This is an optimization exercise on Yosys and OpenROAD, whose aim is small area, not a production implementation.
Function was checked by simulation only, so behaviour that the tests miss may differ from the original.
No activity file was given, so power comes from the tool's default toggle rates.

==> flow/design.v (excerpt) <==
module endeavour
  (
   input  wire         hardrstb,
   input  wire         softrstb,
   input  wire         clk,
   input  wire [4:0]   chipid_pads,
   input  wire [19:0]  efuse_chipid,
   output wire         do_efuse_load,
   input  wire         serialin,
   output wire         serialout,
   output wire         serialout_en,
   output wire         wstrobe,
   output wire         rstrobe,
   output wire         rshift,
   output wire [7:0]   addr,
   output wire [31:0]  wdata,
   input  wire [255:0] rdata
   );
Size in the first run: roughly 790 cells after synthesis, roughly 110 flip-flops, ~330 I/O pins.
Settings: LEC_CHECK=0, CAP_MARGIN=20, CORE_MARGIN=2, CORE_UTILIZATION=40, SLEW_MARGIN=20; clock period 10.0 ns.
run.sh (not shown) runs the stock make flow with config.mk's settings and CLKGATE_MAP_FILE= SYNTH_SCRIPT=/design/flow/synth_recipe.tcl, a recipe that flattens the netlist after the stock synthesis.
==> next run, changes <==
==> flow/flow/run.sh (new file) <==
#!/bin/bash
set -o pipefail
export BUFFER_PORTS_ARGS="-buffer_cell sky130_fd_sc_hd__buf_1"
bash standard.sh > standard.log 2>&1
==> flow/standard.sh (new file) <==
#!/bin/bash
# synth_recipe.tcl (not shown) runs the flow's synth.tcl, then flattens the netlist and writes it again
# the make line also repeats each setting of config.mk as NAME=value (left out here)
make -C /OpenROAD-flow-scripts/flow DESIGN_CONFIG=/design/flow/config.mk WORK_HOME=/design/flow/orfs CLKGATE_MAP_FILE= SYNTH_SCRIPT=/design/flow/synth_recipe.tcl "${@:-finish}"
removed: flow/run.sh
Result: Register-to-register slack is about the same; clock-buffer cell count is unchanged; synthesized cell count does not change; routed wire length goes down by a few percent; via count goes up slightly; sequential power stays flat; maximum frequency goes up by roughly a tenth; global-route usage goes down by 1.7 points; total power goes down by a few percent; core utilization goes down by 10 points; die area stays the same.

Another version of the RTL of endeavour (not shown whole).
Size in the first run: ~690 cells after synthesis, ~97 flip-flops, ~0.0064 mm2 of cells after synthesis.
Settings: LEC_CHECK=0, CAP_MARGIN=20, CORE_MARGIN=2, CORE_UTILIZATION=50, SLEW_MARGIN=20; clock period 10.0 ns.
standard.sh (not shown) runs the stock make flow with config.mk's settings and CLKGATE_MAP_FILE= SYNTH_SCRIPT=/design/flow/synth_recipe.tcl, a recipe that flattens the netlist after the stock synthesis.
==> flow/flow/run.sh <==
#!/bin/bash
# Layout flow: the standard flow (standard.sh), with two changes:
#  1. synthesis maps the logic with an area-oriented ABC script
#     (flow/area.script) instead of ORFS's speed script; everything else in
#     synthesis, including the flip-flop mapping, is the standard one;
#  2. the port buffers inserted at global placement use the smallest buffer;
#  3. clock tree synthesis inserts no dummy (balancing) loads.
# Each tool's output goes to a log file in this folder and to ORFS's logs.
set -euo pipefail
W=$PWD
# synthesis script = synth_recipe.tcl, with the ABC script swapped
{
  echo "proc abc {args} {"
  echo "  set i [lsearch \$args -script]"
  echo "  if {\$i >= 0} { lset args [expr {\$i + 1}] $W/flow/area.script }"
  echo "  yosys abc {*}\$args"
  echo "}"
  cat "$W/synth_recipe.tcl"
} > "$W/area_synth.tcl"
sed "s#SYNTH_SCRIPT=[^ ]*#SYNTH_SCRIPT=$W/area_synth.tcl#" "$W/standard.sh" > "$W/area_standard.sh"
grep -q "SYNTH_SCRIPT=$W/area_synth.tcl" "$W/area_standard.sh"
export BUFFER_PORTS_ARGS="-buffer_cell sky130_fd_sc_hd__buf_1"
export CTS_ARGS="-sink_clustering_enable -repair_clock_nets -dont_use_dummy_load -buf_list sky130_fd_sc_hd__clkbuf_8"
bash "$W/area_standard.sh" > "$W/flow.log" 2>&1
==> flow/flow/area.script <==
&get -n
&st
&dc2
&dch -f
&nf -a -p -R 100
&st
&dc2
&dch -f
&nf -a -p -R 100
&st
&dc2
&dch -f
&nf -a -p -R 100
&put
topo
dnsize -c
Next try:
--- a/flow/flow/run.sh
+++ b/flow/flow/run.sh
@@ -5,4 +5,3 @@
 #     synthesis, including the flip-flop mapping, is the standard one;
-#  2. the port buffers inserted at global placement use the smallest buffer;
-#  3. clock tree synthesis inserts no dummy (balancing) loads.
+#  2. the port buffers inserted at global placement use the smallest buffer.
 # Each tool's output goes to a log file in this folder and to ORFS's logs.
@@ -22,3 +21,2 @@
 export BUFFER_PORTS_ARGS="-buffer_cell sky130_fd_sc_hd__buf_1"
-export CTS_ARGS="-sink_clustering_enable -repair_clock_nets -dont_use_dummy_load -buf_list sky130_fd_sc_hd__clkbuf_8"
 bash "$W/area_standard.sh" > "$W/flow.log" 2>&1
Settings changed: CTS_BUF_LIST set to sky130_fd_sc_hd__clkbuf_8.
Maximum frequency is higher by 0.70%.
First-iteration DRC count is higher by 5.9%.
Hold slack degrades by 0.0092 ns.
Total power is higher by 7.8%.
Clock power is higher by 26%.
Wire length barely changes.
Die area is unchanged.
Next try:
--- a/flow/flow/run.sh
+++ b/flow/flow/run.sh
@@ -1,3 +1,3 @@
 #!/bin/bash
-# Layout flow: the standard flow (standard.sh), with two changes:
+# Layout flow: the standard flow (standard.sh), with three changes:
 #  1. synthesis maps the logic with an area-oriented ABC script
@@ -5,3 +5,4 @@
 #     synthesis, including the flip-flop mapping, is the standard one;
-#  2. the port buffers inserted at global placement use the smallest buffer.
+#  2. the port buffers inserted at global placement use the smallest buffer;
+#  3. clock tree synthesis inserts no dummy (balancing) loads.
 # Each tool's output goes to a log file in this folder and to ORFS's logs.
@@ -21,2 +22,3 @@
 export BUFFER_PORTS_ARGS="-buffer_cell sky130_fd_sc_hd__buf_1"
+export CTS_ARGS="-sink_clustering_enable -repair_clock_nets -dont_use_dummy_load -buf_list sky130_fd_sc_hd__clkbuf_8"
 bash "$W/area_standard.sh" > "$W/flow.log" 2>&1
Settings changed: CAP_MARGIN 20 to 0, CTS_BUF_LIST sky130_fd_sc_hd__clkbuf_8 to unset, SLEW_MARGIN 20 to 0.
Register-to-register slack got worse by 0.08 ns.
Area after synthesis does not change.
Combinational power is about the same.
Synthesized cell count is unchanged.
Next try:
Settings changed: CAP_MARGIN 0 to 20, SLEW_MARGIN 0 to 20.
Wire length is about the same.
Combinational power stays flat.
Sequential share of layout area hardly moves.

==> afterwards: timing with drivers on the ports <==
No port has a modelled driver above. Below, the same layouts with a new extraction and two added sets of constraints. Step 1: set_driving_cell puts a clkbuf_16 on clk and a buf_2 on each other input, an assumption about the parent block. Step 2 times the ports against the registers' clock, not the clock port: input delays grow and output delays shrink by t, the midpoint of the rising clock arrivals with the driver on. a / b / c = ideal ports / drivers / drivers and shift; a / b = the first two.
run | t, ns | setup WS [ns] | worst setup path at the end | pins driven straight from the clock port
the first run of note 1 | 0.393 | 5.451 / 5.410 / 5.698 | input to register | 1
the second run of note 1 | 0.396 | 5.859 / 5.817 / 6.028 | input to register | 1
the first run of note 2 | 0.397 | 4.289 / 4.255 / 4.652 | register to output | 1
the second run of note 2 | 0.406 | 4.329 / 4.293 / 4.699 | register to output | 1
the third run of note 2 | 0.393 | 4.080 / 4.045 / 4.438 | register to output | 1
the fourth run of note 2 | 0.397 | 4.289 / 4.255 / 4.652 | register to output | 1
After both steps setup and hold are still met in every run listed.
